Source: an optimization exercise on an open RTL-to-GDS flow (aim: small area and a short achievable clock period). Production flows keep margins and buffers that such runs may drop. At most, simulation tests tie the RTL to the original design; equivalence was not proved. Function not checked in run 2: the RTL went through the layout flow alone.

==> flow/design.v (outline; a module is shown in full before it is edited, if it fits) <==
// module intt4point: 1271 lines
module intt4point(
    input clk, rst,
    input [15:0] in0, in1, in2, in3,
    output [15:0] out0, out1, out2, out3
);
  // ...
==> flow/flow/run.sh <==
#!/bin/bash
# Standard ORFS layout, with one extra step between synthesis and floorplan:
# flow/fixinv.py removes inverters between full adders by flipping the
# polarity of self-dual full-adder cells (registers and ports untouched)
# and gives the latest-arriving input of each full adder its fastest pin.
# Port buffers are plain sky130 buf_1 cells instead of the delay buffer that
# buffer_ports picks by default; every input and output still gets its buffer.
set -euo pipefail
export BUFFER_PORTS_ARGS="-buffer_cell sky130_fd_sc_hd__buf_1"
cd "$(dirname "$0")/.."
R=orfs/results/${FLOW_PLATFORM:-sky130hd}/intt4point/base
bash standard.sh synth > synth.log 2>&1
cp $R/1_2_yosys.v 1_2_yosys.orig.v
python3 flow/fixinv.py 1_2_yosys.orig.v $R/1_2_yosys.v > fixinv.log 2>&1
rm -f $R/1_synth.odb $R/1_synth.sdc
bash standard.sh > layout.log 2>&1
==> flow/flow/fixinv.py <==
#!/usr/bin/env python3
"""Remove inverters between full adders by flipping full-adder polarity.

A full adder is self-dual: FA(~a, ~b, ~c) = (~sum, ~cout). This pass
collapses inverter chains, chooses for every sky130 fa cell whether it
computes the true or the complemented function, and re-inserts only the
inverters the chosen polarities need. Registers, ports and all other cells
are left as they are. usage: fixinv.py IN.v OUT.v
"""
import re, sys
from collections import defaultdict

OUTPINS = {'X', 'Y', 'Q', 'Q_N', 'SUM', 'COUT', 'HI', 'LO'}
src = open(sys.argv[1]).read()
inst_re = re.compile(r'^  (sky130_fd_sc_hd__\w+) (\S+(?: )?) \(\n(.*?)\n  \);\n', re.S | re.M)
pin_re = re.compile(r'\.(\w+)\((.*?)\)(?:,)?$')

cells = []
first = None; last = None
for m in inst_re.finditer(src):
    if first is None: first = m.start()
    last = m.end()
    pins = []
    for line in m.group(3).split('\n'):
        pm = pin_re.match(line.strip())
        if not pm: raise SystemExit('cannot parse pin line: ' + line)
        pins.append([pm.group(1), pm.group(2)])
    cells.append({'type': m.group(1), 'name': m.group(2), 'pins': pins})
head = src[:first]; tail = src[last:]
if inst_re.sub('', src[first:last]).strip():
    raise SystemExit('unparsed text between instances')

ports = set()
for m in re.finditer(r'^\s*(input|output)\s+(?:\[(\d+):(\d+)\]\s+)?(\w+);', head, re.M):
    if m.group(2):
        for i in range(int(m.group(3)), int(m.group(2)) + 1): ports.add(f'{m.group(4)}[{i}]')
    else:
        ports.add(m.group(4))

def is_inv(c):
    return re.match(r'sky130_fd_sc_hd__(clk)?inv_\d+$', c['type']) is not None

driver = {}
for c in cells:
    for p, n in c['pins']:
        if p in OUTPINS: driver[n] = (c, p)

removable = []
for c in cells:
    if is_inv(c):
        pd = dict(c['pins'])
        if pd['Y'] not in ports and pd['A'] != 'clk':
            c['rm'] = True; removable.append(c)

def root(n):
    par = 0
    while n in driver and driver[n][0].get('rm'):
        n = dict(driver[n][0]['pins'])['A']; par ^= 1
    return n, par

fa = [c for c in cells if c['type'].startswith('sky130_fd_sc_hd__fa_')]
for c in fa:
    c['flip'] = 0
    c['can'] = all(n not in ports for p, n in c['pins'] if p in OUTPINS)

# loads: (cell, pin index, root, parity)
loads = defaultdict(list)
for c in cells:
    if c.get('rm'): continue
    for i, (p, n) in enumerate(c['pins']):
        if p in OUTPINS: continue
        r, par = root(n)
        loads[r].append((c, i, par))
# roots whose logical value is required at a port through a removed inverter chain cannot happen
# (inverters driving ports are kept).

ha_in = {}   # id(ha) -> {'A': (root, par), 'B': (root, par)}
for c in cells:
    if c.get('rm') or not c['type'].startswith('sky130_fd_sc_hd__ha_'): continue
    d = {}
    for p, n in c['pins']:
        if p in ('A', 'B'): d[p] = root(n)
    ha_in[id(c)] = d
partner = defaultdict(set)
for d in ha_in.values():
    partner[d['A'][0]].add(d['B'][0]); partner[d['B'][0]].add(d['A'][0])

def rootflip(r):
    d = driver.get(r)
    return d[0].get('flip', 0) if d else 0

def is_ha(c): return c['type'].startswith('sky130_fd_sc_hd__ha_')
XTOG = {'sky130_fd_sc_hd__xor2_1': 'sky130_fd_sc_hd__xnor2_1', 'sky130_fd_sc_hd__xnor2_1': 'sky130_fd_sc_hd__xor2_1',
        'sky130_fd_sc_hd__xor2_2': 'sky130_fd_sc_hd__xnor2_2', 'sky130_fd_sc_hd__xnor2_2': 'sky130_fd_sc_hd__xor2_2'}
def is_x(c): return c['type'] in XTOG
def pinneed(c, i, par, r):
    """1 if this load pin needs the complement of root r's physical net."""
    n = par ^ rootflip(r) ^ c.get('flip', 0)
    if n and is_x(c):
        return 0         # an xor/xnor input of the other polarity: swap xor2 <-> xnor2
    if n and is_ha(c):
        pa = ha_in[id(c)]
        other = pa['B'] if c['pins'][i][0] == 'A' else pa['A']
        if other[1] ^ rootflip(other[0]):
            return 0     # both inputs complemented: becomes xor2 + nor2
    return n
def need(r):
    return any(pinneed(c, i, par, r) for c, i, par in loads[r])

fa_roots = defaultdict(set)   # fa cell -> roots it touches
for r, ls in loads.items():
    for c, i, par in ls:
        if c in fa: fa_roots[id(c)].add(r)
for c in fa:
    for p, n in c['pins']:
        if p in OUTPINS: fa_roots[id(c)].add(n)
for c in fa:
    extra_r = set()
    for r in fa_roots[id(c)]: extra_r |= partner.get(r, set())
    fa_roots[id(c)] |= extra_r

before = sum(1 for r in loads if need(r))
import random, math
rng = random.Random(1)
flippable = [c for c in fa if c['can']]
def total(): return sum(1 for r in loads if need(r))
def greedy():
    improved = True
    while improved:
        improved = False
        for c in flippable:
            rs = fa_roots[id(c)]
            old = sum(1 for r in rs if need(r))
            c['flip'] ^= 1
            new = sum(1 for r in rs if need(r))
            if new < old: improved = True
            else: c['flip'] ^= 1
greedy()
cur = total(); best = cur; bestf = [c['flip'] for c in flippable]
T = 2.0
steps = 400000 if flippable else 0
for it in range(steps):
    c = rng.choice(flippable)
    rs = fa_roots[id(c)]
    old = sum(1 for r in rs if need(r))
    c['flip'] ^= 1
    new = sum(1 for r in rs if need(r))
    dlt = new - old
    if dlt <= 0 or rng.random() < math.exp(-dlt / T):
        cur += dlt
        if cur < best:
            best = cur; bestf = [x['flip'] for x in flippable]
    else:
        c['flip'] ^= 1
    T = max(0.05, 2.0 * (1 - it / steps))
for c, f in zip(flippable, bestf): c['flip'] = f
greedy()
after = total()

newwires = []; newcells = []
invnet = {}
k = 0
nconv = 0
for c in cells:
    if c.get('rm') or not is_ha(c): continue
    d = ha_in[id(c)]
    if (d['A'][1] ^ rootflip(d['A'][0])) and (d['B'][1] ^ rootflip(d['B'][0])):
        c['conv'] = True; nconv += 1
for r, ls in loads.items():
    f = rootflip(r)
    for c, i, par in ls:
        if c.get('conv'):
            c['pins'][i][1] = r
            continue
        if is_x(c):
            if par ^ f ^ c.get('flip', 0):
                c['xtog'] = c.get('xtog', 0) ^ 1
            c['pins'][i][1] = r
            continue
        if par ^ f ^ c.get('flip', 0):
            if r not in invnet:
                k += 1
                nn = f'_fixinv_n{k}_'
                invnet[r] = nn; newwires.append(nn)
                newcells.append({'type': 'sky130_fd_sc_hd__inv_1', 'name': f'_fixinv_c{k}_',
                                 'pins': [['A', r], ['Y', nn]]})
            c['pins'][i][1] = invnet[r]
        else:
            c['pins'][i][1] = r

# Full-adder inputs are interchangeable: give the latest-arriving net the CIN
# pin (the fastest one) and the earliest the A pin (the slowest), using a
# rough unit-delay estimate of arrival times.
def swap_fa_pins(allcells):
    drv = {}
    for c in allcells:
        for p, n in c['pins']:
            if p in OUTPINS: drv[n] = c
    arr = {}
    busy = set()
    def cell_in(c):
        return [n for p, n in c['pins'] if p not in OUTPINS and p != 'CLK']
    def arrival(n):
        if n in arr: return arr[n]
        c = drv.get(n)
        if c is None: arr[n] = 0.0; return 0.0
        t = c['type']
        if 'dfxtp' in t: arr[n] = 0.5; return 0.5
        if id(c) in busy: return 0.0
        busy.add(id(c))
        ins = [arrival(x) for x in cell_in(c)]
        busy.discard(id(c))
        m = max(ins) if ins else 0.0
        if '__fa_' in t:
            pd = dict(c['pins']); pin = [p for p, x in c['pins'] if x == n][0]
            ta, tb, tc = arrival(pd['A']), arrival(pd['B']), arrival(pd['CIN'])
            if pin == 'COUT': d = max(ta + 0.40, tb + 0.37, tc + 0.34)
            else: d = max(ta + 0.50, tb + 0.47, tc + 0.45)
        elif '__ha_' in t: d = m + 0.25
        elif 'inv' in t: d = m + 0.08
        else: d = m + 0.2
        arr[n] = d
        return d
    import sys
    sys.setrecursionlimit(100000)
    nsw = 0
    order = sorted([c for c in allcells if '__fa_' in c['type']], key=lambda c: max(arrival(n) for p, n in c['pins'] if p in ('A','B','CIN')))
    for c in order:
        idx = {p: i for i, (p, n) in enumerate(c['pins'])}
        ins = sorted([c['pins'][idx[p]][1] for p in ('A', 'B', 'CIN')], key=arrival)
        old = [c['pins'][idx[p]][1] for p in ('A', 'B', 'CIN')]
        if old != ins:
            nsw += 1
            for p, n in zip(('A', 'B', 'CIN'), ins): c['pins'][idx[p]][1] = n
            for p, n in c['pins']:
                if p in OUTPINS: arr.pop(n, None)
    return nsw

def emit(c):
    if c.get('xtog'):
        c = dict(c); c['type'] = XTOG[c['type']]
        c['pins'] = [[{'X': 'Y', 'Y': 'X'}.get(p, p), n] for p, n in c['pins']]
    if c.get('conv'):
        d = dict(c['pins'])
        return (f'  sky130_fd_sc_hd__xor2_1 {c["name"]}_x (\n    .A({d["A"]}),\n    .B({d["B"]}),\n    .X({d["SUM"]})\n  );\n'
                f'  sky130_fd_sc_hd__nor2_1 {c["name"]}_n (\n    .A({d["A"]}),\n    .B({d["B"]}),\n    .Y({d["COUT"]})\n  );\n')
    body = ',\n'.join(f'    .{p}({n})' for p, n in c['pins'])
    return f'  {c["type"]} {c["name"]} (\n{body}\n  );\n'

nswap = swap_fa_pins([c for c in cells if not c.get('rm')] + newcells)
out = head.rstrip('\n') + '\n' + ''.join(f'  wire {w};\n' for w in newwires)
out += ''.join(emit(c) for c in cells if not c.get('rm')) + ''.join(emit(c) for c in newcells) + tail
open(sys.argv[2], 'w').write(out)
print(f'fixinv: {len(removable)} inverters removed, {len(newcells)} added; '
      f'{nswap} full adders with inputs reordered; {sum(c["flip"] for c in fa)} of {len(fa)} full adders flipped; {nconv} half adders to xor2+nor2; roots needing inverter {before} -> {after}',
      file=sys.stderr)
==> flow/standard.sh <==
#!/bin/bash
# synth_recipe.tcl (not shown) runs the flow's synth.tcl, then flattens the netlist and writes it again
# the make line also repeats each setting of config.mk as NAME=value (left out here)
make -C /OpenROAD-flow-scripts/flow DESIGN_CONFIG=/design/flow/config.mk WORK_HOME=/design/flow/orfs CLKGATE_MAP_FILE= SYNTH_SCRIPT=/design/flow/synth_recipe.tcl "${@:-finish}"
==> flow/config.mk <==
export PLATFORM = sky130hd
export DESIGN_NAME = intt4point
export DESIGN_NICKNAME = intt4point
export VERILOG_FILES = /design/flow/design.v
export SDC_FILE = /design/flow/constraint.sdc
export NUM_CORES = 4
export LEC_CHECK = 0
export CAP_MARGIN = 20
export CORE_MARGIN = 2
export CORE_UTILIZATION = 85
export CTS_BUF_LIST = sky130_fd_sc_hd__clkbuf_8
export SLEW_MARGIN = 60
==> flow/constraint.sdc <==
create_clock -name core_clock -period 95.0 [get_ports {clk}]
set_input_delay 19.0000 -clock core_clock [delete_from_list [all_inputs] [get_ports {clk}]]
set_output_delay 19.0000 -clock core_clock [all_outputs]
set_load 0.01 [all_outputs]
==> metrics.cfg, run 1 <==
[run_status]
status = finished clean

[timing]
finalSetupTns_ns = 0
rsz0062_at_grt = false
worstMarginPinSlew_ns = 0.658
hold_viol = 0

[routing]
detail_route.iter0.violations = 1390
wire_per_inst_um = 32.0
viasPerCell = 7.38

[setup_path]
critPathKind = flop to output port
path_depth = 24
crit_arrival_ns = 8.89

[finish]
seq_area_share_pct = 9.36
finalCoreUtilization_pct = 93.2
final_area_um2 = 12300
clk_share_pct = 2.02

[grt]
grt_pass1_wl_um = 55600
grt_pass1_vias = 10100

[clock_tree]
postCtsSetupBuffers = 0
cts_buffers = 9

[die]
die_w_um = 120
core-area_um2 = 13200

[synth]
yosysWarnings = 1

[place]
place.gp.congestion = 0.976

[run]
maxCapViolCount = 0

[worst_hold_path]
min-delay-path-class = input port to flop

==> run 2, diff against run 1 <==
--- a/flow/design.v
+++ b/flow/design.v
@@ -268,17 +268,19 @@
   wire c255 = (s226 & c234) | (s226 & c253) | (c234 & c253);
   wire s256 = s228 ^ 1'b0 ^ c255;
   wire c257 = (s228 & 1'b0) | (s228 & c255) | (1'b0 & c255);
   wire s258 = s231 ^ 1'b0 ^ c257;
   wire c259 = (s231 & 1'b0) | (s231 & c257) | (1'b0 & c257);
   wire s260 = s233 ^ 1'b0 ^ c259;
   wire c261 = (s233 & 1'b0) | (s233 & c259) | (1'b0 & c259);
   wire [13:0] v0 = {c261, s260, s258, s256, s254, s252, s250, s248, s246, s244, s242, s240, s238, s236};
-  wire [14:0] v0m = {1'b0, v0} - 15'd7681;
+  wire v0ge = v0[13] | (&v0[12:9] & |v0[8:0]);
+  wire [12:0] v0s = v0[12:0] - 13'd7681;
+  wire [14:0] v0m = {~v0ge, 1'b0, v0s};
   wire [12:0] z0 = v0m[14] ? v0[12:0] : v0m[12:0];
   wire n262 = ~ra[2];
   wire s263 = ra[0] ^ n262 ^ ra[5];
   wire c264 = (ra[0] & n262) | (ra[0] & ra[5]) | (n262 & ra[5]);
   wire s265 = ra[7] ^ ra[11] ^ rb[0];
   wire c266 = (ra[7] & ra[11]) | (ra[7] & rb[0]) | (ra[11] & rb[0]);
   wire n267 = ~rb[4];
   wire s268 = rb[2] ^ rb[3] ^ n267;
@@ -641,17 +643,19 @@
   wire s625 = p575 ^ g604;
   wire s626 = p576 ^ g612;
   wire s627 = p577 ^ g600;
   wire s628 = p578 ^ g614;
   wire s629 = p579 ^ g606;
   wire s630 = p580 ^ g616;
   wire s631 = p581 ^ g602;
   wire [13:0] v1 = {g618, s631, s630, s629, s628, s627, s626, s625, s624, s623, s622, s621, s620, p569};
-  wire [14:0] v1m = {1'b0, v1} - 15'd7681;
+  wire v1ge = v1[13] | (&v1[12:9] & |v1[8:0]);
+  wire [12:0] v1s = v1[12:0] - 13'd7681;
+  wire [14:0] v1m = {~v1ge, 1'b0, v1s};
   wire [12:0] z1 = v1m[14] ? v1[12:0] : v1m[12:0];
   wire n632 = ~rd[1];
   wire s633 = n632 ^ rd[3] ^ rd[6];
   wire c634 = (n632 & rd[3]) | (n632 & rd[6]) | (rd[3] & rd[6]);
   wire n635 = ~rd[10];
   wire s636 = n635 ^ rd[12] ^ s633;
   wire c637 = (n635 & rd[12]) | (n635 & s633) | (rd[12] & s633);
   wire n638 = ~rd[4];
@@ -877,17 +881,19 @@
   wire s858 = p808 ^ g837;
   wire s859 = p809 ^ g845;
   wire s860 = p810 ^ g833;
   wire s861 = p811 ^ g847;
   wire s862 = p812 ^ g839;
   wire s863 = p813 ^ g849;
   wire s864 = p814 ^ g835;
   wire [13:0] v2 = {g851, s864, s863, s862, s861, s860, s859, s858, s857, s856, s855, s854, s853, p802};
-  wire [14:0] v2m = {1'b0, v2} - 15'd7681;
+  wire v2ge = v2[13] | (&v2[12:9] & |v2[8:0]);
+  wire [12:0] v2s = v2[12:0] - 13'd7681;
+  wire [14:0] v2m = {~v2ge, 1'b0, v2s};
   wire [12:0] z2 = v2m[14] ? v2[12:0] : v2m[12:0];
   wire s865 = ra[0] ^ ra[2] ^ ra[3];
   wire c866 = (ra[0] & ra[2]) | (ra[0] & ra[3]) | (ra[2] & ra[3]);
   wire n867 = ~ra[4];
   wire s868 = n867 ^ ra[13] ^ rb[0];
   wire c869 = (n867 & ra[13]) | (n867 & rb[0]) | (ra[13] & rb[0]);
   wire n870 = ~rb[2];
   wire s871 = n870 ^ rb[5] ^ rb[7];
@@ -1244,17 +1250,19 @@
   wire s1222 = p1172 ^ g1201;
   wire s1223 = p1173 ^ g1209;
   wire s1224 = p1174 ^ g1197;
   wire s1225 = p1175 ^ g1211;
   wire s1226 = p1176 ^ g1203;
   wire s1227 = p1177 ^ g1213;
   wire s1228 = p1178 ^ g1199;
   wire [13:0] v3 = {g1215, s1228, s1227, s1226, s1225, s1224, s1223, s1222, s1221, s1220, s1219, s1218, s1217, p1166};
-  wire [14:0] v3m = {1'b0, v3} - 15'd7681;
+  wire v3ge = v3[13] | (&v3[12:9] & |v3[8:0]);
+  wire [12:0] v3s = v3[12:0] - 13'd7681;
+  wire [14:0] v3m = {~v3ge, 1'b0, v3s};
   wire [12:0] z3 = v3m[14] ? v3[12:0] : v3m[12:0];
   always @(posedge clk) begin
     if (rst) begin
       ra <= 14'd0;
       rb <= 14'd0;
       rs <= 15'd0;
       rd <= 15'd0;
     end else begin
==> flow/config.mk (replaced) <==
export PLATFORM = sky130hd
export DESIGN_NAME = intt4point
export DESIGN_NICKNAME = intt4point
export VERILOG_FILES = /design/flow/design.v
export SDC_FILE = /design/flow/constraint.sdc
export NUM_CORES = 4
export LEC_CHECK = 0
export CAP_MARGIN = 20
export CORE_MARGIN = 2
export CORE_UTILIZATION = 75
export CTS_BUF_LIST = sky130_fd_sc_hd__clkbuf_8
export SLEW_MARGIN = 60
==> metrics.cfg, run 2 <==
[run_status]
status = finished clean  ; unchanged

[timing]
finalCritPeriodShare_pct = 28.6  ; was 29.4%
drv_slew = 0  ; unchanged
worstMarginPinSlew_ns = 0.556  ; was 0.658 ns
finalSetupTns_ns = 0  ; unchanged
fmax_mhz = 36.8  ; was 35.9 MHz
rsz0062_at_grt = false  ; unchanged
setup_viol = 0  ; unchanged
maxSlewHeadroom_pct = 62.9  ; was 56.1%
finalCriticalPeriod_ns = 27.15  ; was 27.89 ns
hold_viol = 0  ; unchanged
layout_setup_ws_ns = 67.85  ; was 67.11 ns

[synth]
synthCells = 960  ; was 952
yosysWarnings = 1  ; unchanged
syn_area_um2 = 11500  ; about the same
syn_avg_cell_area_um2 = 12.0  ; was 12.1 µm²

[finish]
final_common_cell = fa_1  ; unchanged
fin_nets = 1537  ; was 1528
largest_register_ff_count = 15  ; unchanged
largest_register = rd  ; unchanged
finalCoreUtilization_pct = 81.9  ; was 93.2%
drive_above_1_share_pct = 4.01  ; was 4.60%
final_area_um2 = 12400  ; was 12300 µm²
area_growth_pct = 7.26  ; was 7.14%
layout_common_cells = 339 x fa_1, 164 x inv_1, 104 x buf_1, 88 x nor2_1, 65 x ha_1  ; was 339 x fa_1, 152 x inv_1, 104 x buf_1, 84 x nor2_1, 63 x ha_1

[grt]
grt_max_degree = 58  ; unchanged
antenna_found_initial = 1  ; was 0
grtUsageMet1_pct = 43.5  ; was 59.4%
grt_most_used_layer = met2  ; unchanged
globalRouteOverflowTotal = 0  ; unchanged
grt_pass1_vias = 8158  ; was 10100
use_met2_pct = 57.3  ; was 85.1%
gr-usage-met3_pct = 8.35  ; was 18.9%
grt_pass1_wl_um = 41000  ; was 55600 µm
grt_usage_pct = 33.7  ; was 53.7%

[setup_path]
start_kind = flop  ; unchanged
crit_arrival_ns = 8.15  ; was 8.89 ns
cp_data_required_time_ns = 76.00  ; about the same
critPathKind = flop to output port  ; unchanged
critPathCaptureType = output port  ; unchanged
crit_fanout = 11  ; was 7

[place]
portBuffers = 105  ; unchanged
placed_area_um2 = 12100  ; about the same
place.gp.congestion = 0.967  ; was 0.976
dp_hpwl_um = 21800  ; was 24700 µm
post-place-ws_ns = 68.21  ; was 68.10 ns

[clock_tree]
cts_tree = built  ; unchanged
h-tree-depth = 3  ; unchanged
cts_resized = 0  ; unchanged
cts_hold_buffers = 0  ; unchanged
cts-root-buf = clkbuf_8  ; unchanged
clkSinkCount = 57  ; unchanged
cts_buffers = 9  ; unchanged
clock_path_buffers = 2  ; unchanged
clkTransAtPathRegs_ns = 0.07  ; was 0.09 ns
postCtsSetupBuffers = 0  ; unchanged

[worst_hold_path]
min-delay-path-class = input port to flop  ; unchanged

[die]
rows = 45  ; was 42
die_area_um2 = 16400  ; was 14500 µm²
start_util_pct = 76.3  ; was 87.0%
core-area_um2 = 15100  ; was 13200 µm²
ios = 130  ; unchanged
die_w_um = 128  ; was 120 µm
die_h_um = 128  ; was 120 µm

[routing]
via_count = 7211  ; was 9155
drtPass1Iterations = 4  ; was 7
viasPerCell = 5.72  ; was 7.38
detail_route.iter0.violations = 311  ; was 1390
drt_wl_total_um = 24500  ; was 39700 µm
drc = 0  ; unchanged
wire_per_inst_um = 19.4  ; was 32.0 µm
final_antenna_net_count = 0  ; unchanged

[run]
maxCapViolCount = 0  ; unchanged

==> run 2: final cells by class <==
type                       count  area [µm²]
antenna                        1        2.50
clock buffer                   9         124
clock inverter                 7         125
fill                         889        2740
inverter                     164         616
multi-input combinational    730        9700
sequential                    57        1150
tap                          188         235
timing repair buffer         105         404
==> run 2: final timing paths <==
check | start | end | cells after the start
min | rst | ra[10]$_SDFF_PP0_ | 2
max | rb[2]$_SDFF_PP0_ | out3[11] | 24
==> run 2: per-stage QoR <==
stage          hold WS (ns)  instances
2_1_floorplan         19.23        971
6_report              19.06       1261
4_1_cts               19.06       1260
3_3_place_gp          19.43       1244
3_5_place_dp          19.42       1244
5_1_grt               19.08       1260
==> run 2: worst max-delay path: stages, from the launching register on <==
cell and delay (ns):
dfxtp_1 0.56, inv_1 0.31, fa_1 0.56, fa_1 0.41, fa_1 0.43, fa_1 0.48
fa_1 0.46, fa_1 0.41, fa_1 0.40, fa_1 0.38, inv_1 0.07, ha_1 0.19
inv_1 0.06, ha_1 0.18, fa_1 0.40, a21oi_1 0.21, o41a_1 0.27, o31ai_1 0.16
fa_1 0.39, xor2_1 0.26, a41oi_1 0.24, a21oi_2 0.42, o2111ai_1 0.21, xnor2_1 0.18
buf_1 0.16
==> run 2: per-layer routing <==
metal / routed length [µm] / part of all wire, % / up-vias
li1: - / - / 3122
met1: 9300 / 38 / 3694
met2: 12400 / 51 / 314
met3: 1950 / 8.0 / 81
met4: 847 / 3.5 / 0
met5: 0 / 0 / -

## port drivers added, routing unchanged
The results above use ideal ports. As a check the final layouts listed here were re-extracted and re-timed, cells and wires unchanged. Step 1 sets driving cells, clkbuf_16 on the clock port and buf_2 on the other inputs (assumed; they add their load-dependent delay and slew). Step 2, shift: input delay + t, output delay - t, t = (earliest + latest rising clock arrival at the registers) / 2. This alone moves slack from input paths to output paths. Three values: no drivers, after step 1, after step 2; two values: the first two.
run | t (ns) | setup WS [ns] | worst hold slack (ns) | latest minus earliest clock arrival (ns)
run 1 | 0.403 | 67.107 / 67.077 / 67.481 | 18.992 / 18.998 / 19.401 | 0.015 / 0.015
run 2 | 0.379 | 67.848 / 67.815 / 68.194 | 19.064 / 19.063 / 19.442 | 0.008 / 0.008
After both steps every run listed still meets setup and hold.
